From an optimization exercise on the open Yosys and OpenROAD flow, aimed at small area; shortcuts taken in it are not production practice. Function was checked by simulation only, so behaviour that the tests miss may differ from the original. No driver is modelled on the clock port, so clock power and skew are understated where the tree is cut down; a real chip needs a root buffer or a tree. Power and IR drop assume default switching activity.

// baseline_c5gx
module baseline_c5gx(
      input              CLOCK_50_B7A,
      input              CPU_RESET_n,
      output      [6:0]  HEX0,
      output      [6:0]  HEX1,
      output      [6:0]  HEX2,
      output      [6:0]  HEX3,
      input       [3:0]  KEY,
      output      [7:0]  LEDG,
      output      [9:0]  LEDR,
      input       [9:0]  SW
);
Size: ~330 cells after synthesis, about 62 I/O pins.
==> flow/config.mk <==
export PLATFORM = sky130hd
export DESIGN_NAME = baseline_c5gx
export DESIGN_NICKNAME = baseline_c5gx
export VERILOG_FILES = /design/flow/design.v
export SDC_FILE = /design/flow/constraint.sdc
export NUM_CORES = 4
export LEC_CHECK = 0
export CAP_MARGIN = 0
export CORE_MARGIN = 2
export CORE_UTILIZATION = 70
export GPL_TIMING_DRIVEN = 0
export SLEW_MARGIN = 0
==> flow/constraint.sdc <==
create_clock -name core_clock -period 20.0 [get_ports {CLOCK_50_B7A}]
set_input_delay 4.0000 -clock core_clock [delete_from_list [all_inputs] [get_ports {CLOCK_50_B7A}]]
set_output_delay 4.0000 -clock core_clock [all_outputs]
set_load 0.01 [all_outputs]
standard.sh (not shown) runs the stock make flow with config.mk's settings and CLKGATE_MAP_FILE= SYNTH_SCRIPT=/design/flow/synth_recipe.tcl, a recipe that flattens the netlist after the stock synthesis.
==> flow/flow/run.sh <==
#!/bin/bash
# Standard synthesis; then the combinational gates re-optimised by ABC with a
# stronger script (flip-flops untouched), in rounds of several deepsyn seeds,
# the smallest result kept; then the standard layout from floorplan on,
# with buf_1 port buffers and one level of clock buffers (prects.tcl: four
# buf_4, each driving the clock pins of a strip of the core).
set -euo pipefail
W=$PWD
F=$W/flow
R=$W/orfs/results/$FLOW_PLATFORM/baseline_c5gx/base
YOSYS=$(command -v yosys || echo /OpenROAD-flow-scripts/tools/install/yosys/bin/yosys)

export BUFFER_PORTS_ARGS="-buffer_cell sky130_fd_sc_hd__buf_1"
export PRE_CTS_TCL=$F/prects.tcl
export ROOT_CLKBUF=
export LEAF_CLKBUF=sky130_fd_sc_hd__buf_4
export LEAF_GROUPS=4

bash standard.sh synth > $W/std_synth.log 2>&1

cp $R/1_2_yosys.v $W/std_netlist.v
printf 'set_driving_cell sky130_fd_sc_hd__buf_1\nset_load 5\n' > $W/abc.constr
PERIOD_PS=$(python3 -c "print(int(float('$FLOW_PERIOD_NS')*1000))")
export RS_LIB=$FLOW_HOME/platforms/$FLOW_PLATFORM/lib/sky130_fd_sc_hd__tt_025C_1v80.lib
export RS_TOP=$FLOW_TOP RS_IN=$W/std_netlist.v RS_CONSTR=$W/abc.constr RS_PERIOD_PS=$PERIOD_PS
export YOSYS W F
# Round 1 starts from the standard netlist with seeds 1-8; each later round
# starts from the best netlist so far with seeds 1-4; the smallest is kept.
pick() {
  python3 - "$@" <<'PY'
import re, sys, os
best = None
for v in sys.argv[1:]:
    p = v + ".stat"
    if not (os.path.exists(p) and os.path.exists(v)): continue
    m = re.search(r"Chip area for module .*?: ([\d.]+)", open(p).read())
    if m and (best is None or float(m.group(1)) < best[0]): best = (float(m.group(1)), v)
print(best[1])
PY
}
IN=$W/std_netlist.v
BEST=
: > $W/resynth_choice.log
for round in 1 2 3; do
  if [ $round = 1 ]; then SEEDS="1 2 3 4 5 6 7 8"; else SEEDS="1 2 3 4"; fi
  for s in $SEEDS; do
    printf 'strash\n&get -n\n&deepsyn -I 4 -J 200 -S %s\n&dch -f\n&nf -R 1000 -p -F 10 -A 5 -a\n&put\ntopo\ndnsize -c\n' $s > $W/abc_r${round}_s$s.script
  done
  export IN round
  echo $SEEDS | tr ' ' '\n' | xargs -P ${NUM_CORES:-4} -I{} bash -c \
    'RS_IN=$IN RS_SCRIPT=$W/abc_r${round}_s{}.script RS_OUT=$W/resynth_r${round}_s{}.v $YOSYS -c $F/resynth.tcl > $W/resynth_r${round}_s{}.log 2>&1 || true'
  BEST=$(pick $BEST $W/resynth_r${round}_s*.v)
  IN=$BEST
  echo "round $round: best so far $BEST" >> $W/resynth_choice.log
done
grep -H "Chip area" $W/resynth_r*.v.stat >> $W/resynth_choice.log || true

cp $BEST $R/1_2_yosys.v
rm -f $R/1_synth.odb $R/1_synth.sdc
bash standard.sh > $W/std_layout.log 2>&1
==> flow/flow/prects.tcl <==
# Clock distribution made here instead of by clock_tree_synthesis: the clock
# pins are split into LEAF_GROUPS groups by x position, each
# group is driven by a leaf clock buffer at its centre, and the clock port (or
# a root buffer, if ROOT_CLKBUF is set) drives the leaves, so every
# register's clock passes the same buffers. ORFS's clock_tree_synthesis is then skipped; the rest of its CTS
# step (placement legalisation, timing repair) runs as usual.
set clk_port [get_name [lindex [get_property [lindex [all_clocks] 0] sources] 0]]
set block [ord::get_db_block]
set dbu [$block getDbUnitsPerMicron]
set net [$block findNet $clk_port]
set sinks {}
foreach it [$net getITerms] {
  set box [[$it getInst] getBBox]
  lappend sinks [list [expr {([$box xMin] + [$box xMax]) / 2.0 / $dbu}] \
                      [expr {([$box yMin] + [$box yMax]) / 2.0 / $dbu}] \
                      "[[$it getInst] getName]/[[$it getMTerm] getName]"]
}
proc halves { items idx } {
  set s [lsort -real -index $idx $items]
  set h [expr {[llength $s] / 2}]
  return [list [lrange $s 0 [expr {$h - 1}]] [lrange $s $h end]]
}
proc centre { items } {
  set sx 0.0
  set sy 0.0
  foreach i $items {
    set sx [expr {$sx + [lindex $i 0]}]
    set sy [expr {$sy + [lindex $i 1]}]
  }
  set n [llength $items]
  return [list [expr {$sx / $n}] [expr {$sy / $n}]]
}
set groups {}
set ng $::env(LEAF_GROUPS)
set s [lsort -real -index 0 $sinks]
set n [llength $s]
for {set g 0} {$g < $ng} {incr g} {
  lappend groups [lrange $s [expr {$g * $n / $ng}] [expr {($g + 1) * $n / $ng - 1}]]
}
set k 0
set leaves {}
foreach g $groups {
  set pins {}
  foreach i $g { lappend pins [get_pins [lindex $i 2]] }
  set c [centre $g]
  puts "clock leaf buffer $k: [llength $g] clock pins at $c"
  insert_buffer -buffer_cell $::env(LEAF_CLKBUF) -net $clk_port -load_pins $pins \
    -location $c -buffer_name clkleaf_$k -net_name clknet_leaf_$k
  lappend leaves [list {*}$c x]
  incr k
}
if { $::env(ROOT_CLKBUF) ne "" } {
  set c [centre $leaves]
  puts "clock root buffer at $c"
  insert_buffer -buffer_cell $::env(ROOT_CLKBUF) -net $clk_port -location $c \
    -buffer_name clkroot_buf -net_name clknet_root
}
foreach n [$block getNets] {
  foreach it [$n getITerms] {
    if { [$it isClocked] } { $n setSigType CLOCK; break }
  }
}
$net setSigType CLOCK
foreach it [$net getITerms] {
  set o [[$it getInst] findITerm X]
  if { $o ne "NULL" && [$o getNet] ne "NULL" } { [$o getNet] setSigType CLOCK }
}
set_propagated_clock [all_clocks]
rename clock_tree_synthesis __orfs_clock_tree_synthesis
proc clock_tree_synthesis { args } {
  puts "clock_tree_synthesis skipped: the clock has its buffers"
}
==> flow/flow/resynth.tcl <==
# Re-optimises the combinational logic of the standard synthesis netlist with a
# stronger ABC script. Every flip-flop (and tie cell) stays the same instance,
# with the same name and cell type; only the gates between them change.
yosys -import
set lib $::env(RS_LIB)
set top $::env(RS_TOP)
read_liberty -overwrite -ignore_miss_func -ignore_miss_dir $lib
read_verilog -overwrite $::env(RS_IN)
hierarchy -top $top
setattr -mod -set keep_hierarchy 1 {sky130_fd_sc_hd__df*} {sky130_fd_sc_hd__edf*} {sky130_fd_sc_hd__conb*}
flatten
opt_clean -purge
techmap
opt -fast
abc -script $::env(RS_SCRIPT) -liberty $lib -dont_use *lpflow* -dont_use *probe* -constr $::env(RS_CONSTR) -D $::env(RS_PERIOD_PS)
opt_clean -purge
hilomap -singleton -hicell sky130_fd_sc_hd__conb_1 HI -locell sky130_fd_sc_hd__conb_1 LO
splitnets
opt_clean -purge
select -module $top
tee -o $::env(RS_OUT).stat stat -liberty $lib
write_verilog -noattr -nohex -nodec -selected $::env(RS_OUT)
==> next run, changes <==
--- a/flow/flow/run.sh
+++ b/flow/flow/run.sh
@@ -5,2 +5 @@
-# with buf_1 port buffers and one level of clock buffers (prects.tcl: four
-# buf_4, each driving the clock pins of a strip of the core).
+# with buf_1 port buffers and one level of clock buffers (prects.tcl).
@@ -16,2 +15,2 @@
-export LEAF_CLKBUF=sky130_fd_sc_hd__buf_4
-export LEAF_GROUPS=4
+export LEAF_CLKBUF=sky130_fd_sc_hd__clkbuf_8
+export LEAF_GROUPS=3
Settings changed: CAP_MARGIN 0 to 20, GPL_TIMING_DRIVEN 0 to default, SLEW_MARGIN 0 to 20.
Sequential power is about the same.
Cell count barely changes.
Area after synthesis is unchanged.
Design area is about the same.
Die area does not change.
Via count fell by a few percent.
Routed wire length came out lower by a few percent.
Total power went up slightly.
==> next run, changes <==
==> flow/flow/run.sh (replaced) <==
#!/bin/bash
# Standard synthesis; then the combinational gates re-optimised by ABC with a
# stronger script (flip-flops untouched), tried with several deepsyn seeds
# and the smallest result kept; then the standard layout from floorplan on,
# with buf_1 port buffers and one level of clock buffers (prects.tcl).
set -euo pipefail
W=$PWD
F=$W/flow
R=$W/orfs/results/$FLOW_PLATFORM/baseline_c5gx/base
YOSYS=$(command -v yosys || echo /OpenROAD-flow-scripts/tools/install/yosys/bin/yosys)

export BUFFER_PORTS_ARGS="-buffer_cell sky130_fd_sc_hd__buf_1"
export PRE_CTS_TCL=$F/prects.tcl
export ROOT_CLKBUF=
export LEAF_CLKBUF=sky130_fd_sc_hd__clkbuf_8
export LEAF_GROUPS=3

bash standard.sh synth > $W/std_synth.log 2>&1

cp $R/1_2_yosys.v $W/std_netlist.v
printf 'set_driving_cell sky130_fd_sc_hd__buf_1\nset_load 5\n' > $W/abc.constr
PERIOD_PS=$(python3 -c "print(int(float('$FLOW_PERIOD_NS')*1000))")
export RS_LIB=$FLOW_HOME/platforms/$FLOW_PLATFORM/lib/sky130_fd_sc_hd__tt_025C_1v80.lib
export RS_TOP=$FLOW_TOP RS_IN=$W/std_netlist.v RS_CONSTR=$W/abc.constr RS_PERIOD_PS=$PERIOD_PS
export YOSYS W F
SEEDS="1 2 3 4 5 6 7 8"
for s in $SEEDS; do
  printf 'strash\n&get -n\n&deepsyn -I 4 -J 500 -S %s\n&dch -f\n&nf -R 1000 -p -F 10 -A 5 -a\n&put\ntopo\ndnsize -c\n' $s > $W/abc_seed$s.script
done
echo $SEEDS | tr ' ' '\n' | xargs -P ${NUM_CORES:-4} -I{} bash -c \
  'RS_SCRIPT=$W/abc_seed{}.script RS_OUT=$W/resynth_seed{}.v $YOSYS -c $F/resynth.tcl > $W/resynth_seed{}.log 2>&1 || true'
best=$(python3 - "$W" $SEEDS <<'PY'
import re, sys, os
w = sys.argv[1]; best = None
for s in sys.argv[2:]:
    p = f"{w}/resynth_seed{s}.v.stat"
    if not os.path.exists(p) or not os.path.exists(f"{w}/resynth_seed{s}.v"): continue
    m = re.search(r"Chip area for module .*?: ([\d.]+)", open(p).read())
    if m and (best is None or float(m.group(1)) < best[0]): best = (float(m.group(1)), s)
print(best[1])
PY
)
echo "kept seed $best" > $W/resynth_choice.log
cat $W/resynth_seed*.v.stat | grep "Chip area" >> $W/resynth_choice.log || true

cp $W/resynth_seed$best.v $R/1_2_yosys.v
rm -f $R/1_synth.odb $R/1_synth.sdc
bash standard.sh > $W/std_layout.log 2>&1
Cell area stays flat; fmax barely changes; worst setup slack is worse by 16 ps; cell count rose slightly; power fell slightly; global-route usage fell by 0.99 points.
==> next run, changes <==
Settings changed: CORE_UTILIZATION 70 to 80.
After rerunning: This time the run did not get past global placement (3_3_place_gp) (GPL-0301); area after synthesis stays the same; synthesized cell count is unchanged.
In the first, second and third runs of this note the design's own scripts or RTL, not TritonCTS, make the clock network.

==> static timing again, ports no longer ideal <==
Ports are ideal in the flow. The routed layouts listed here were re-timed in OpenROAD. Step 1 assumes that a clkbuf_16 drives the clock port and a buf_2 every other input. Step 2, shift: input delay + t, output delay - t, t = (earliest + latest rising clock arrival at the registers) / 2. This alone moves slack from input paths to output paths. a / b / c = no drivers / after step 1 / after step 2; a / b = the first two.
run	shift t [ns]	setup slack, ns	hold slack, ns	worst register clock-pin slew, ns	pins driven straight from the clock port
the first run	0.190	11.682 / 11.661 / 11.661	0.436 / 0.436 / 0.436	0.12 / 0.12	4
the second run	0.195	11.696 / 11.674 / 11.674	0.433 / 0.433 / 0.433	0.10 / 0.10	3
the third run	0.194	11.680 / 11.657 / 11.657	0.437 / 0.437 / 0.437	0.11 / 0.11	3
After both steps every run listed still meets setup and hold. For the third run, which loses most, drivers alone change the setup slack by -0.023 ns; drivers and shift together by -0.023 ns.
